Source: an optimization exercise on an open RTL-to-GDS flow (aim: small area, a short achievable clock period and few clock cycles). Production flows keep margins and buffers that such runs may drop. Where RTL was checked, it was by simulation tests only, not by an equivalence proof against the original. Power and IR drop assume default switching activity.

## div32
module div32(
    input clk,
    input rst,
    input start,
    input [31:0] dividend,
    input [31:0] divisor,
    output [31:0] quotient,
    output [31:0] remainder,
    output reg finish
);
==> flow/config.mk <==
export PLATFORM = sky130hd
export DESIGN_NAME = div32
export DESIGN_NICKNAME = div32
export VERILOG_FILES = /design/flow/design.v
export SDC_FILE = /design/flow/constraint.sdc
export NUM_CORES = 8
export LEC_CHECK = 0
export ABC_AREA = 1
export CAP_MARGIN = 20
export CORE_MARGIN = 2
export CORE_UTILIZATION = 40
export CTS_BUF_LIST = sky130_fd_sc_hd__clkbuf_8
export PLACE_DENSITY = 0.6
export SETUP_SLACK_MARGIN = 2.7
export SLEW_MARGIN = 20
==> flow/constraint.sdc <==
create_clock -name core_clock -period 5.0 [get_ports {clk}]
set_input_delay 1.0000 -clock core_clock [delete_from_list [all_inputs] [get_ports {clk}]]
set_output_delay 1.0000 -clock core_clock [all_outputs]
set_load 0.01 [all_outputs]
standard.sh (not shown) runs the stock make flow with config.mk's settings and CLKGATE_MAP_FILE= SYNTH_SCRIPT=/design/flow/synth_recipe.tcl, a recipe that flattens the netlist after the stock synthesis.
==> flow/flow/run.sh <==
#!/bin/bash
# Standard layout, with plain buffers on the ports instead of the default delay-cell buffers.
set -euo pipefail
bash standard.sh BUFFER_PORTS_ARGS="-buffer_cell sky130_fd_sc_hd__buf_1" finish > standard.log 2>&1
Edit:
--- a/flow/design.v
+++ b/flow/design.v
@@ -5,23 +5,22 @@
     input start,
     input [31:0] dividend,
     input [31:0] divisor,
     output [31:0] quotient,
     output [31:0] remainder,
     output reg finish
 );
 reg [31:0] r;       
 reg [31:0] q;       
 reg [31:0] d;       
 reg [4:0]  za;      
-reg [5:0]  zb;      
 reg [5:0]  j;       
 reg        norm;    
 reg        iter;    
 assign quotient  = q;
 assign remainder = r;
 function [5:0] lzc32;
     input [31:0] x;
     reg [15:0] v1; reg [15:0] c1;
     reg [7:0]  v2; reg [15:0] c2;
     reg [3:0]  v3; reg [11:0] c3;
     reg [1:0]  v4; reg [7:0]  c4;
@@ -40,40 +39,40 @@
             c3[3*i+:3] = v2[2*i+1] ? {1'b0, c2[2*(2*i+1)+:2]} : {1'b1, c2[2*(2*i)+:2]};
         end
         for (i = 0; i < 2; i = i + 1) begin
             v4[i] = v3[2*i+1] | v3[2*i];
             c4[4*i+:4] = v3[2*i+1] ? {1'b0, c3[3*(2*i+1)+:3]} : {1'b1, c3[3*(2*i)+:3]};
         end
         lzc32 = {~(v4[1] | v4[0]), v4[1] ? {1'b0, c4[7:4]} : {1'b1, c4[3:0]}};
     end
 endfunction
 wire [5:0] la = lzc32(dividend);
 wire [5:0] lb = lzc32(divisor);
-wire [4:0] sp = zb[4:0] | ~za;                     
-wire [4:0] sg = zb[4:0] & ~za;                     
+wire [4:0] sp = j[4:0] | ~za;                     
+wire [4:0] sg = j[4:0] & ~za;                     
 wire [5:0] sc;                                    
 assign sc[0] = 1'b1;
 assign sc[1] = sp[0];
-assign sc[2] = sg[1] | (sp[1] & zb[0]) | (sp[1] & ~za[0]);
+assign sc[2] = sg[1] | (sp[1] & j[0]) | (sp[1] & ~za[0]);
 assign sc[3] = sg[2] | (sp[2] & sg[1]) | (sp[2] & sp[1] & sp[0]);
 assign sc[4] = sg[3] | (sp[3] & sg[2]) | (sp[3] & sp[2] & sg[1]) | (sp[3] & sp[2] & sp[1] & sp[0]);
 assign sc[5] = sg[4] | (sp[4] & sg[3]) | (sp[4] & sp[3] & sg[2]) | (sp[4] & sp[3] & sp[2] & sg[1])
              | (sp[4] & sp[3] & sp[2] & sp[1] & sp[0]);
 wire [5:0] sh;                                    
-assign sh[0] = zb[0] ^ za[0];
-assign sh[1] = zb[1] ^ (~za[1] ^ sc[1]);
-assign sh[2] = zb[2] ^ (~za[2] ^ sc[2]);
-assign sh[3] = zb[3] ^ (~za[3] ^ sc[3]);
-assign sh[4] = zb[4] ^ (~za[4] ^ sc[4]);
+assign sh[0] = j[0] ^ za[0];
+assign sh[1] = j[1] ^ (~za[1] ^ sc[1]);
+assign sh[2] = j[2] ^ (~za[2] ^ sc[2]);
+assign sh[3] = j[3] ^ (~za[3] ^ sc[3]);
+assign sh[4] = j[4] ^ (~za[4] ^ sc[4]);
 assign sh[5] = ~sc[5];
-wire       triv = zb[5] | sh[5];                   
+wire       triv = j[5] | sh[5];                   
 wire [31:0] kg = r & ~d;
 wire [31:0] kt = r | ~d;
 wire kC_0 = r[0] | ~d[0];
 wire kC_1 = kg[1] | (kt[1] & r[0]) | (kt[1] & ~d[0]);
 wire kG0_3 = kg[3] | (kt[3] & kg[2]);
 wire kP0_3 = kt[3] & kt[2];
 wire kG0_5 = kg[5] | (kt[5] & kg[4]);
 wire kP0_5 = kt[5] & kt[4];
 wire kG0_7 = kg[7] | (kt[7] & kg[6]);
 wire kP0_7 = kt[7] & kt[6];
 wire kG0_9 = kg[9] | (kt[9] & kg[8]);
@@ -234,50 +233,52 @@
 assign sub[24] = r[24] ^ (~d[24] ^ kG4_23);
 assign sub[25] = r[25] ^ (~d[25] ^ kG4_24);
 assign sub[26] = r[26] ^ (~d[26] ^ kG4_25);
 assign sub[27] = r[27] ^ (~d[27] ^ kG4_26);
 assign sub[28] = r[28] ^ (~d[28] ^ kG4_27);
 assign sub[29] = r[29] ^ (~d[29] ^ kG4_28);
 assign sub[30] = r[30] ^ (~d[30] ^ kG4_29);
 assign sub[31] = r[31] ^ (~d[31] ^ kG4_30);
 assign sub[32] = ~kG4_31;
 wire        ge  = ~sub[32];
 wire        take = iter & ge;
-wire [31:0] flip = {32{take}} & (r ^ sub[31:0]);
+wire [31:0] rkeep = start ? dividend : ((norm & j[5]) ? 32'b0 : r);    
+wire [31:0] rnext = (take & ~start) ? sub[31:0] : rkeep;
 always @(posedge clk or posedge rst) begin
     if (rst) begin
         finish <= 1'b0;
         norm   <= 1'b0;
         iter   <= 1'b0;
     end else if (start) begin
         finish <= 1'b0;
         norm   <= 1'b1;
         iter   <= 1'b0;
     end else if (norm) begin
         norm   <= 1'b0;
         finish <= triv;
         iter   <= ~triv;
     end else if (iter) begin
         if (j[4:0] == 5'd0) begin
             iter   <= 1'b0;
             finish <= 1'b1;
         end
     end
 end
 always @(posedge clk) begin
     za <= la[4:0];
-    zb <= lb;
+    r <= rnext;
     if (start) begin
-        r <= dividend;
         d <= divisor;
+        j <= lb;
     end else begin
-        if (norm & zb[5]) r <= 32'b0;     
-        else             r <= r ^ flip;
-        if (norm) d <= d << sh[4:0];
-        else      d <= d >> 1;
+        if (norm) begin
+            d <= d << sh[4:0];
+            j <= sh;
+        end else begin
+            d <= d >> 1;
+            j <= j - 6'd1;
+        end
     end
-    if (norm) j <= sh;
-    else      j <= j - 6'd1;
     if (norm)      q <= 32'b0;
     else if (iter) q <= {q[30:0], ge};
 end
 endmodule
After rerunning: The changed run finished with timing, DRC and antenna clean; synthesized area rises by 0.47%; via count falls by 0.68%; total power rises by 23%; non-clock buffer count rises by 30; worst setup slack loses 0.056 ns; register-to-register slack loses 0.06 ns; synthesized cell count falls by 5.2%; clock skew falls by 0.0062 ns.
No functional check of the RTL was part of any run of this note.

========
Another version of the RTL of div32 (not shown whole).
For scale: about 1,100 cells after synthesis, roughly 110 flip-flops, about 130 I/O pins.
==> module div32, before the edit <==
module div32(
    input clk,
    input rst,
    input start,
    input [31:0] dividend,
    input [31:0] divisor,
    output [31:0] quotient,
    output [31:0] remainder,
    output reg finish
);
reg [31:0] r;       
reg [31:0] q;       
reg [31:0] d;       
reg [4:0]  za;      
reg [5:0]  j;       
reg        norm;    
reg        iter;    
assign quotient  = q;
assign remainder = r;
function [5:0] lzc32;
    input [31:0] x;
    reg [15:0] v1; reg [15:0] c1;
    reg [7:0]  v2; reg [15:0] c2;
    reg [3:0]  v3; reg [11:0] c3;
    reg [1:0]  v4; reg [7:0]  c4;
    integer i;
    begin
        for (i = 0; i < 16; i = i + 1) begin
            v1[i] = x[2*i+1] | x[2*i];
            c1[i] = ~x[2*i+1];
        end
        for (i = 0; i < 8; i = i + 1) begin
            v2[i] = v1[2*i+1] | v1[2*i];
            c2[2*i+:2] = v1[2*i+1] ? {1'b0, c1[2*i+1]} : {1'b1, c1[2*i]};
        end
        for (i = 0; i < 4; i = i + 1) begin
            v3[i] = v2[2*i+1] | v2[2*i];
            c3[3*i+:3] = v2[2*i+1] ? {1'b0, c2[2*(2*i+1)+:2]} : {1'b1, c2[2*(2*i)+:2]};
        end
        for (i = 0; i < 2; i = i + 1) begin
            v4[i] = v3[2*i+1] | v3[2*i];
            c4[4*i+:4] = v3[2*i+1] ? {1'b0, c3[3*(2*i+1)+:3]} : {1'b1, c3[3*(2*i)+:3]};
        end
        lzc32 = {~(v4[1] | v4[0]), v4[1] ? {1'b0, c4[7:4]} : {1'b1, c4[3:0]}};
    end
endfunction
wire [5:0] la = lzc32(dividend);
wire [5:0] lb = lzc32(divisor);
wire [5:0] sh   = {1'b0, j[4:0]} - {1'b0, za};    
wire       triv = j[5] | sh[5];                   
wire [32:0] sub = {1'b0, r} - {1'b0, d};
wire        ge  = ~sub[32];
always @(posedge clk or posedge rst) begin
    if (rst) begin
        finish <= 1'b0;
        norm   <= 1'b0;
        iter   <= 1'b0;
    end else if (start) begin
        finish <= 1'b0;
        norm   <= 1'b1;
        iter   <= 1'b0;
    end else if (norm) begin
        norm   <= 1'b0;
        finish <= triv;
        iter   <= ~triv;
    end else if (iter) begin
        if (j[4:0] == 5'd0) begin
            iter   <= 1'b0;
            finish <= 1'b1;
        end
    end
end
always @(posedge clk) begin
    if (start) begin
        r  <= lb[5] ? 32'b0 : dividend;
        d  <= divisor;
        q  <= 32'b0;
        za <= la[4:0];
        j  <= lb;
    end else if (norm) begin
        d <= d << sh[4:0];
        j <= sh;
    end else if (iter) begin
        if (ge) r <= sub[31:0];
        q <= {q[30:0], ge};
        d <= d >> 1;
        j <= j - 6'd1;
    end else begin
        d <= d >> 1;
    end
end
endmodule
clock: 5.0 ns
lec_check: 0
cap_margin: 20
core_margin: 2
core_utilization: 40
place_density: 0.6
setup_slack_margin: 2.8
slew_margin: 20
run.sh (not shown) runs the stock make flow with config.mk's settings and CLKGATE_MAP_FILE= SYNTH_SCRIPT=/design/flow/synth_recipe.tcl, a recipe that flattens the netlist after the stock synthesis.
Stock flow here: none of the scripts above is used.
Next try:
--- a/flow/design.v
+++ b/flow/design.v
@@ -45,14 +45,27 @@
         lzc32 = {~(v4[1] | v4[0]), v4[1] ? {1'b0, c4[7:4]} : {1'b1, c4[3:0]}};
     end
 endfunction
 wire [5:0] la = lzc32(dividend);
 wire [5:0] lb = lzc32(divisor);
-wire [5:0] sh   = {1'b0, j[4:0]} - {1'b0, za};    
+wire [4:0] sp = j[4:0] ^ ~za;
+wire [4:0] sg = j[4:0] & ~za;
+wire [5:0] sc;                                    
+assign sc[0] = 1'b1;
+assign sc[1] = sg[0] | sp[0];
+assign sc[2] = sg[1] | (sp[1] & sg[0]) | (sp[1] & sp[0]);
+assign sc[3] = sg[2] | (sp[2] & sg[1]) | (sp[2] & sp[1] & sg[0]) | (sp[2] & sp[1] & sp[0]);
+assign sc[4] = sg[3] | (sp[3] & sg[2]) | (sp[3] & sp[2] & sg[1]) | (sp[3] & sp[2] & sp[1] & sg[0])
+             | (sp[3] & sp[2] & sp[1] & sp[0]);
+assign sc[5] = sg[4] | (sp[4] & sg[3]) | (sp[4] & sp[3] & sg[2]) | (sp[4] & sp[3] & sp[2] & sg[1])
+             | (sp[4] & sp[3] & sp[2] & sp[1] & sg[0]) | (sp[4] & sp[3] & sp[2] & sp[1] & sp[0]);
+wire [5:0] sh   = {~sc[5], sp ^ sc[4:0]};
 wire       triv = j[5] | sh[5];                   
 wire [32:0] sub = {1'b0, r} - {1'b0, d};
 wire        ge  = ~sub[32];
+wire        take = iter & ge;
+wire [31:0] flip = {32{take}} & (r ^ sub[31:0]);
 always @(posedge clk or posedge rst) begin
     if (rst) begin
         finish <= 1'b0;
         norm   <= 1'b0;
         iter   <= 1'b0;
@@ -70,24 +83,24 @@
             finish <= 1'b1;
         end
     end
 end
 always @(posedge clk) begin
+    za <= la[4:0];
     if (start) begin
-        r  <= lb[5] ? 32'b0 : dividend;
-        d  <= divisor;
-        q  <= 32'b0;
-        za <= la[4:0];
-        j  <= lb;
-    end else if (norm) begin
-        d <= d << sh[4:0];
-        j <= sh;
-    end else if (iter) begin
-        if (ge) r <= sub[31:0];
-        q <= {q[30:0], ge};
-        d <= d >> 1;
-        j <= j - 6'd1;
+        r <= lb[5] ? 32'b0 : dividend;
+        d <= divisor;
+        j <= lb;
     end else begin
-        d <= d >> 1;
+        r <= r ^ flip;
+        if (norm) begin
+            d <= d << sh[4:0];
+            j <= sh;
+        end else begin
+            d <= d >> 1;
+            j <= j - 6'd1;
+        end
     end
+    if (start)     q <= 32'b0;
+    else if (iter) q <= {q[30:0], ge};
 end
 endmodule
Effect: The changed run finished clean. Setup slack improves by 83 ps. Clock power increases by 3.1%. First-iteration DRC count decreases by 22%. Hold slack improves by 35 ps. Wire length decreases by 6.3%. Sequential share of layout area barely changes. Area after synthesis decreases by 2.0%.
No run of this note included a check of the RTL's function; only the layout flow was run.

========
## Q
RTL: one of the versions met above, not the one the previous note started from.
Size: about 1500 cells after synthesis, ~130 I/O pins.
export LEC_CHECK = 0
export ABC_AREA = 1
export CAP_MARGIN = 20
export CORE_MARGIN = 2
export CORE_UTILIZATION = 40
export PLACE_DENSITY = 0.6
export SETUP_SLACK_MARGIN = 2.8
export SLEW_MARGIN = 20
create_clock -name core_clock -period 5.0 [get_ports {clk}]
standard.sh (not shown) runs the stock make flow with config.mk's settings and CLKGATE_MAP_FILE= SYNTH_SCRIPT=/design/flow/synth_recipe.tcl, a recipe that flattens the netlist after the stock synthesis.
==> flow/flow/run.sh <==
#!/bin/bash
# Standard layout, with plain buffers on the ports instead of the default delay-cell buffers.
set -euo pipefail
bash standard.sh BUFFER_PORTS_ARGS="-buffer_cell sky130_fd_sc_hd__buf_2" finish > standard.log 2>&1
Input changes introduced in P (baseline for comparison: Q):
diff --git a/flow/design.v b/flow/design.v
--- a/flow/design.v
+++ b/flow/design.v
@@ -5,23 +5,22 @@
     input start,
     input [31:0] dividend,
     input [31:0] divisor,
     output [31:0] quotient,
     output [31:0] remainder,
     output reg finish
 );
 reg [31:0] r;       
 reg [31:0] q;       
 reg [31:0] d;       
 reg [4:0]  za;      
-reg [5:0]  zb;      
 reg [5:0]  j;       
 reg        norm;    
 reg        iter;    
 assign quotient  = q;
 assign remainder = r;
 function [5:0] lzc32;
     input [31:0] x;
     reg [15:0] v1; reg [15:0] c1;
     reg [7:0]  v2; reg [15:0] c2;
     reg [3:0]  v3; reg [11:0] c3;
     reg [1:0]  v4; reg [7:0]  c4;
@@ -40,40 +39,35 @@
             c3[3*i+:3] = v2[2*i+1] ? {1'b0, c2[2*(2*i+1)+:2]} : {1'b1, c2[2*(2*i)+:2]};
         end
         for (i = 0; i < 2; i = i + 1) begin
             v4[i] = v3[2*i+1] | v3[2*i];
             c4[4*i+:4] = v3[2*i+1] ? {1'b0, c3[3*(2*i+1)+:3]} : {1'b1, c3[3*(2*i)+:3]};
         end
         lzc32 = {~(v4[1] | v4[0]), v4[1] ? {1'b0, c4[7:4]} : {1'b1, c4[3:0]}};
     end
 endfunction
 wire [5:0] la = lzc32(dividend);
 wire [5:0] lb = lzc32(divisor);
-wire [4:0] sp = zb[4:0] | ~za;                     
-wire [4:0] sg = zb[4:0] & ~za;                     
+wire [4:0] sp = j[4:0] ^ ~za;
+wire [4:0] sg = j[4:0] & ~za;
 wire [5:0] sc;                                    
 assign sc[0] = 1'b1;
-assign sc[1] = sp[0];
-assign sc[2] = sg[1] | (sp[1] & zb[0]) | (sp[1] & ~za[0]);
-assign sc[3] = sg[2] | (sp[2] & sg[1]) | (sp[2] & sp[1] & sp[0]);
-assign sc[4] = sg[3] | (sp[3] & sg[2]) | (sp[3] & sp[2] & sg[1]) | (sp[3] & sp[2] & sp[1] & sp[0]);
+assign sc[1] = sg[0] | sp[0];
+assign sc[2] = sg[1] | (sp[1] & sg[0]) | (sp[1] & sp[0]);
+assign sc[3] = sg[2] | (sp[2] & sg[1]) | (sp[2] & sp[1] & sg[0]) | (sp[2] & sp[1] & sp[0]);
+assign sc[4] = sg[3] | (sp[3] & sg[2]) | (sp[3] & sp[2] & sg[1]) | (sp[3] & sp[2] & sp[1] & sg[0])
+             | (sp[3] & sp[2] & sp[1] & sp[0]);
 assign sc[5] = sg[4] | (sp[4] & sg[3]) | (sp[4] & sp[3] & sg[2]) | (sp[4] & sp[3] & sp[2] & sg[1])
-             | (sp[4] & sp[3] & sp[2] & sp[1] & sp[0]);
-wire [5:0] sh;                                    
-assign sh[0] = zb[0] ^ za[0];
-assign sh[1] = zb[1] ^ (~za[1] ^ sc[1]);
-assign sh[2] = zb[2] ^ (~za[2] ^ sc[2]);
-assign sh[3] = zb[3] ^ (~za[3] ^ sc[3]);
-assign sh[4] = zb[4] ^ (~za[4] ^ sc[4]);
-assign sh[5] = ~sc[5];
-wire       triv = zb[5] | sh[5];                   
+             | (sp[4] & sp[3] & sp[2] & sp[1] & sg[0]) | (sp[4] & sp[3] & sp[2] & sp[1] & sp[0]);
+wire [5:0] sh   = {~sc[5], sp ^ sc[4:0]};
+wire       triv = j[5] | sh[5];                   
 wire [31:0] kg = r & ~d;
 wire [31:0] kt = r | ~d;
 wire kC_0 = r[0] | ~d[0];
 wire kC_1 = kg[1] | (kt[1] & r[0]) | (kt[1] & ~d[0]);
 wire kG0_3 = kg[3] | (kt[3] & kg[2]);
 wire kP0_3 = kt[3] & kt[2];
 wire kG0_5 = kg[5] | (kt[5] & kg[4]);
 wire kP0_5 = kt[5] & kt[4];
 wire kG0_7 = kg[7] | (kt[7] & kg[6]);
 wire kP0_7 = kt[7] & kt[6];
 wire kG0_9 = kg[9] | (kt[9] & kg[8]);
@@ -257,27 +251,30 @@
         finish <= triv;
         iter   <= ~triv;
     end else if (iter) begin
         if (j[4:0] == 5'd0) begin
             iter   <= 1'b0;
             finish <= 1'b1;
         end
     end
 end
 always @(posedge clk) begin
     za <= la[4:0];
-    zb <= lb;
     if (start) begin
         r <= dividend;
         d <= divisor;
+        j <= lb;
     end else begin
-        if (norm & zb[5]) r <= 32'b0;     
+        if (norm & j[5]) r <= 32'b0;      
         else             r <= r ^ flip;
-        if (norm) d <= d << sh[4:0];
-        else      d <= d >> 1;
+        if (norm) begin
+            d <= d << sh[4:0];
+            j <= sh;
+        end else begin
+            d <= d >> 1;
+            j <= j - 6'd1;
+        end
     end
-    if (norm) j <= sh;
-    else      j <= j - 6'd1;
     if (norm)      q <= 32'b0;
     else if (iter) q <= {q[30:0], ge};
 end
 endmodule
### Flow results
When P is measured against Q, its worst-case hold slack turns out 0.058 ns higher.
Cmp P vs Q: count of clock buffers in the final design lower in P
Of P and Q, Q shows the lower number of buffers other than clock buffers in the final layout, with P above it.
P against Q; area of all placed cells without fillers is up by a few percent.
Changes observed in P relative to Q: final core area utilization rose by 1.6 points, via count rose by 1.5%, simple-gate share of the synthesized area stayed essentially flat.
P vs Q — number of clock sinks dropped by a few percent
The run showing the greater number of instances in the placed design is Q.
Against Q, P comes in 16 points lower on portion of total power attributed to the clock network.
Compared to Q, P has power density over the cells about 40% higher.
Testbench counts of P, summed over its fixed seeds: cycles 47,977.
The RTL of Q was laid out without a check of its function.

[port drivers added, routing unchanged]
No port has a modelled driver above. Below, the same layouts with a new extraction and two added sets of constraints.
Step 1: set_driving_cell puts a clkbuf_16 on clk and a buf_2 on each other input, an assumption about the parent block.
Step 2 moves the port delays by t, midway between the first and last clock arrival at a register: inputs arrive t later, outputs are due t later. That takes back most of the time a late clock gives input paths.
Three values: ideal, step 1, step 2; two values: the first two.
run	shift t [ns]	slack for setup (ns)	hold WS [ns]	worst setup path at the end	pins driven straight from the clock port
the first run of note 1	0.504	2.785 / 2.785 / 2.334	0.344 / 0.338 / 0.445	input to register	1
the second run of note 1	0.429	2.729 / 2.729 / 2.327	0.444 / 0.441 / 0.501	input to register	1
the first run of note 2	0.417	2.027 / 2.027 / 2.027	0.467 / 0.467 / 0.467	register to register	1
the second run of note 2	0.416	2.110 / 2.110 / 1.848	0.502 / 0.502 / 0.502	input to register	1
Q	0.470	2.800 / 2.800 / 2.445	0.426 / 0.407 / 0.451	input to register	1
P	0.417	2.726 / 2.726 / 2.413	0.483 / 0.457 / 0.490	input to register	1
After both steps every run listed still meets setup and hold. For the first run of note 1, which loses most, drivers alone change the setup slack by 0.000 ns; drivers and shift together by -0.451 ns.
